What follows belongs to an exercise in optimizing a design on an open flow for small area, a short achievable clock period and few clock cycles; a production flow would make more cautious choices.
Power figures rest on the tool's default switching activity, not on a simulated workload.

==> run H <==
==> flow/design.v <==
module calc_crc (
    input [7:0] CRC_I,
    input [7:0] DATA_I,
    output [7:0] CRC_O
);
    assign CRC_O[0] = CRC_I[0] ^ CRC_I[6] ^ CRC_I[7] ^ DATA_I[0] ^ DATA_I[6] ^ DATA_I[7];
    assign CRC_O[1] = CRC_I[0] ^ CRC_I[1] ^ CRC_I[6] ^ DATA_I[0] ^ DATA_I[1] ^ DATA_I[6];
    assign CRC_O[2] = CRC_I[0] ^ CRC_I[1] ^ CRC_I[2] ^ CRC_I[6] ^ DATA_I[0] ^ DATA_I[1] ^ DATA_I[2] ^ DATA_I[6];
    assign CRC_O[3] = CRC_I[1] ^ CRC_I[2] ^ CRC_I[3] ^ CRC_I[7] ^ DATA_I[1] ^ DATA_I[2] ^ DATA_I[3] ^ DATA_I[7];
    assign CRC_O[4] = CRC_I[2] ^ CRC_I[3] ^ CRC_I[4] ^ DATA_I[2] ^ DATA_I[3] ^ DATA_I[4];
    assign CRC_O[5] = CRC_I[3] ^ CRC_I[4] ^ CRC_I[5] ^ DATA_I[3] ^ DATA_I[4] ^ DATA_I[5];
    assign CRC_O[6] = CRC_I[4] ^ CRC_I[5] ^ CRC_I[6] ^ DATA_I[4] ^ DATA_I[5] ^ DATA_I[6];
    assign CRC_O[7] = CRC_I[5] ^ CRC_I[6] ^ CRC_I[7] ^ DATA_I[5] ^ DATA_I[6] ^ DATA_I[7];
endmodule
module AxisCrcChecker(
  input        clock,
  input        reset,
  output       io_AxisSlv_ready,
  input        io_AxisSlv_valid,
  input        io_AxisSlv_bits_Tlast,
  input  [7:0] io_AxisSlv_bits_Tdata,
  input        io_AxisMst_ready,
  output       io_AxisMst_valid,
  output       io_AxisMst_bits_Tlast,
  output [7:0] io_AxisMst_bits_Tdata
);
  localparam N  = 1024;           
  localparam LW = 4;              
  localparam LR = 4;              
  localparam KW = N >> LW;        
  localparam KR = N >> LR;        
  localparam RC = (1 << LR) - 1;  
  localparam QD = 8;              
  localparam QL = 3;
  reg       in_rdy;
  reg       i_v;
  reg [7:0] i_d;
  reg       i_l;
  always @(posedge clock) begin
    i_v <= ~reset & io_AxisSlv_valid & in_rdy;
    i_d <= io_AxisSlv_bits_Tdata;
    i_l <= io_AxisSlv_bits_Tlast;
  end
  reg  [7:0] crc;
  wire [7:0] crc_n;
  calc_crc u_calc_crc (.CRC_I(crc), .DATA_I(i_d), .CRC_O(crc_n));
  always @(posedge clock) begin
    if (reset) crc <= 8'hff;
    else if (i_v) crc <= i_l ? 8'hff : crc_n;
  end
  wire i_g = (crc_n == 8'h00);
  reg [9:0] bq [0:3];             
  reg [1:0] b_wp, b_rp;
  reg [2:0] b_cnt;
  wire      b_ne = (b_cnt != 3'd0);
  wire [9:0] b_head = bq[b_rp];
  wire [7:0] w_d = b_head[7:0];
  wire       w_l = b_head[8];
  wire       w_g = b_head[9];
  always @(posedge clock) begin
    if (i_v) bq[b_wp] <= {i_g, i_l, i_d};
  end
  reg  [9:0]  T;                  
  reg  [9:0]  wp;                 
  reg  [10:0] w_id;               
  reg  [10:0] r_id;               
  reg  [10:0] pk_start;           
  reg  [9:0]  rp;                 
  reg         cur_v;              
  reg  [9:0]  cur_end;            
  reg [20:0]   qq [0:QD-1];       
  reg [QL-1:0] q_wp, q_rp;
  reg [QL:0]   q_cnt;
  wire [20:0]  q_head = qq[q_rp];
  wire         q_ne = (q_cnt != 0);
  reg        c_v, c_g;
  reg [10:0] c_end;
  wire full   = (w_id[9:0] == r_id[9:0]) & (w_id[10] != r_id[10]);
  wire w_al   = (wp[LW-1:0] == 0);
  wire q_room = (q_cnt + c_v) < QD;
  wire wr     = b_ne & w_al & ~full & (~w_l | ~w_g | q_room);
  wire [9-LW:0] w_tap = wp[9:LW];
  wire r_al   = (rp[LR-1:0] == RC);
  reg  [2:0] f_used;              
  reg        x_v;
  wire       credit = ({1'b0, f_used} + x_v) < 4'd4;
  wire       rd     = cur_v & r_al & credit;
  wire       lastb  = (r_id[9:0] == cur_end);
  wire       next   = ~cur_v | (rd & lastb);
  wire       load   = next & q_ne;
  reg  [8*N-1:0] ring;
  wire [8*N-1:0] rot = {ring[8*N-9:0], ring[8*N-1:8*N-8]};
  integer k;
  always @(posedge clock) begin
    ring <= rot;
    for (k = 0; k < KW; k = k + 1)
      if (wr && w_tap == k) ring[8*(k<<LW) +: 8] <= w_d;
  end
  wire [8*KR-1:0] taps;
  genvar g;
  generate
    for (g = 0; g < KR; g = g + 1) begin : g_tap
      assign taps[8*g +: 8] = ring[8*((g<<LR)+RC) +: 8];
    end
  endgenerate
  reg [7:0] x_d;
  reg       x_l;
  always @(posedge clock) begin
    x_v <= ~reset & rd;
    x_d <= taps[8*rp[9:LR] +: 8];
    x_l <= lastb;
  end
  reg pop_q;
  always @(posedge clock) begin
    if (reset) begin
      T <= 10'd0;
      wp <= 10'd0;
      w_id <= 11'd1;
      r_id <= 11'd1;
      pk_start <= 11'd1;
      cur_v <= 1'b0;
      cur_end <= 10'd0;
      rp <= 10'd0;
      b_wp <= 2'd0; b_rp <= 2'd0; b_cnt <= 3'd0;
      q_wp <= 0; q_rp <= 0; q_cnt <= 0;
      c_v <= 1'b0; c_g <= 1'b0; c_end <= 11'd0;
      in_rdy <= 1'b0;
      f_used <= 3'd0;
    end else begin
      T <= T + 10'd1;
      if (i_v) b_wp <= b_wp + 2'd1;
      if (wr)  b_rp <= b_rp + 2'd1;
      b_cnt <= b_cnt + i_v - wr;
      in_rdy <= ({1'b0, b_cnt} + i_v + in_rdy - wr) <= 4'd3;
      if (wr) w_id <= w_id + 11'd1;
      else    wp <= wp + 10'd1;
      c_v <= wr & w_l;
      c_g <= w_g;
      c_end <= w_id;
      if (c_v) pk_start <= c_end + 11'd1;
      if (c_v & c_g) begin
        qq[q_wp] <= {pk_start, c_end[9:0]};
        q_wp <= q_wp + 1'b1;
      end
      q_cnt <= q_cnt + (c_v & c_g) - load;
      if (load) q_rp <= q_rp + 1'b1;
      if (load) begin
        cur_v <= 1'b1;
        r_id <= q_head[20:10];
        cur_end <= q_head[9:0];
        rp <= T + 10'd1 - q_head[19:10];
      end else begin
        if (next) cur_v <= 1'b0;
        if (rd) r_id <= r_id + 11'd1;
        else if (~cur_v) r_id <= pk_start;
        if (~rd) rp <= rp + 10'd1;
      end
      f_used <= f_used + x_v - pop_q;
    end
  end
  reg       o_v;
  reg [7:0] o_d;
  reg       o_l;
  reg [8:0] oq [0:2];
  reg [1:0] oq_wp, oq_rp, oq_cnt;
  wire      o_load = ~o_v | io_AxisMst_ready;
  wire      oq_ne  = (oq_cnt != 2'd0);
  wire [8:0] oq_head = oq[oq_rp];
  wire      oq_pop  = o_load & oq_ne;
  wire      oq_push = x_v & ~(o_load & ~oq_ne);
  always @(posedge clock) begin
    if (oq_push) oq[oq_wp] <= {x_l, x_d};
    if (reset) begin
      o_v <= 1'b0;
      oq_wp <= 2'd0; oq_rp <= 2'd0; oq_cnt <= 2'd0;
      pop_q <= 1'b0;
    end else begin
      pop_q <= o_v & io_AxisMst_ready;
      if (o_load) begin
        o_v <= oq_ne | x_v;
        {o_l, o_d} <= oq_ne ? oq_head : {x_l, x_d};
      end
      if (oq_push) oq_wp <= (oq_wp == 2'd2) ? 2'd0 : oq_wp + 2'd1;
      if (oq_pop)  oq_rp <= (oq_rp == 2'd2) ? 2'd0 : oq_rp + 2'd1;
      oq_cnt <= oq_cnt + oq_push - oq_pop;
    end
  end
  assign io_AxisSlv_ready      = in_rdy;
  assign io_AxisMst_valid      = o_v;
  assign io_AxisMst_bits_Tdata = o_d;
  assign io_AxisMst_bits_Tlast = o_l;
endmodule
==> flow/run.sh <==
#!/bin/bash
# synth_recipe.tcl (not shown) runs the flow's synth.tcl, then flattens the netlist and writes it again
# the make line also repeats each setting of config.mk as NAME=value (left out here)
make -C /OpenROAD-flow-scripts/flow DESIGN_CONFIG=/design/flow/config.mk WORK_HOME=/design/flow/orfs CLKGATE_MAP_FILE= SYNTH_SCRIPT=/design/flow/synth_recipe.tcl finish
==> flow/config.mk <==
export PLATFORM = sky130hd
export DESIGN_NAME = AxisCrcChecker
export DESIGN_NICKNAME = AxisCrcChecker
export VERILOG_FILES = /design/flow/design.v
export SDC_FILE = /design/flow/constraint.sdc
export NUM_CORES = 8
export LEC_CHECK = 0
export CAP_MARGIN = 40
export CORE_MARGIN = 2
export CORE_UTILIZATION = 60
export CTS_BUF_LIST = sky130_fd_sc_hd__clkbuf_16
export CTS_CLUSTER_DIAMETER = 100
export CTS_CLUSTER_SIZE = 30
export PLACE_DENSITY = 0.7
export SLEW_MARGIN = 40
export SYNTH_MEMORY_MAX_BITS = 16384
==> flow/constraint.sdc <==
create_clock -name core_clock -period 15.0 [get_ports {clock}]
set_input_delay 3.0000 -clock core_clock [delete_from_list [all_inputs] [get_ports {clock}]]
set_output_delay 3.0000 -clock core_clock [all_outputs]
set_load 0.01 [all_outputs]
==> run D (differences from run H) <==
Settings changed: CTS_BUF_LIST sky130_fd_sc_hd__clkbuf_16 to sky130_fd_sc_hd__clkbuf_8, CTS_CLUSTER_DIAMETER 100 to default, CTS_CLUSTER_SIZE 30 to 40.
==> notes.md <==
In sequential power, run H and run D hardly differ. Die area is the same in run D and run H. Between run D and run H, the lower clock-buffer cell count is in run H (gap 1181). Critical path depth is the same in run D and run H. Flip-flop and latch count is the same in run H and run D. Via count: run H is smaller than run D (8.6%). Cell count: run D is higher than run H (11%). Synthesized area is the same in run H and run D. Run H ran to the end with no violations. Run D finished but fails on antenna rules.
==> figures <==
Transition time at the pin with the least slew margin: run D 0.949 ns; run H 0.896 ns
Routed metal-1 wire length: run D 156000 um; run H 153000 um
Result of the run: run D complete, but fails checks; run H complete, no violations
Layout check failures: run D antenna rules; run H -
Grt met1 use: run D 28.9%; run H 28.6%
Rel. slew slack: run D 36.6%; run H 40.1%
Antenna violations before repair: run D 38; run H 31
Longest individual stage delay on the worst path: run D 0.57 ns; run H 0.58 ns
DRT antenna net count: run D 1; run H 0
Total clock buffers created by CTS: run D 1234; run H 325
Vias per cell: run D 4.58; run H 4.66
Number of DRC markers in iteration 0: run D 5100; run H 5078
Maximum count of clock buffers along a single path: run D 5; run H 4
Worst-case vdd ir drop: run D 0.000120 V; run H 0.000108 V
Max layer used: run D met5; run H met4
Finished Core Util: run D 69.2%; run H 64.5%
H-tree depth: run D 7; run H 5
Met3 wire len: run D 16900 um; run H 12500 um
Power density over cell area: run D 196 mW/mm^2; run H 175 mW/mm^2
No functional check of the RTL was part of any run of this note.

afterwards: timing with drivers on the ports:
In the flow no input, the clock included, has a driving cell. The finished layouts below were timed again as built, in two steps.
Step 1 assumes that a clkbuf_16 drives the clock port and a buf_2 every other input.
Step 2 moves the port delays by t, midway between the first and last clock arrival at a register: inputs arrive t later, outputs are due t later. That takes back most of the time a late clock gives input paths.
Slacks: ideal ports / drivers / drivers and shift; pairs: ideal ports / drivers.
run	t (ns)	setup WS [ns]	hold WS [ns]	worst setup path at the end	worst slew at a driven data input, ns
run H	1.019	10.092 / 9.995 / 9.785	0.297 / 0.297 / 0.297	input to register	0.13
run D	1.316	9.789 / 9.693 / 9.764	0.263 / 0.263 / 0.263	input to register	0.13
For run H, which loses most, drivers alone change the setup slack by -0.097 ns; drivers and shift together by -0.307 ns.
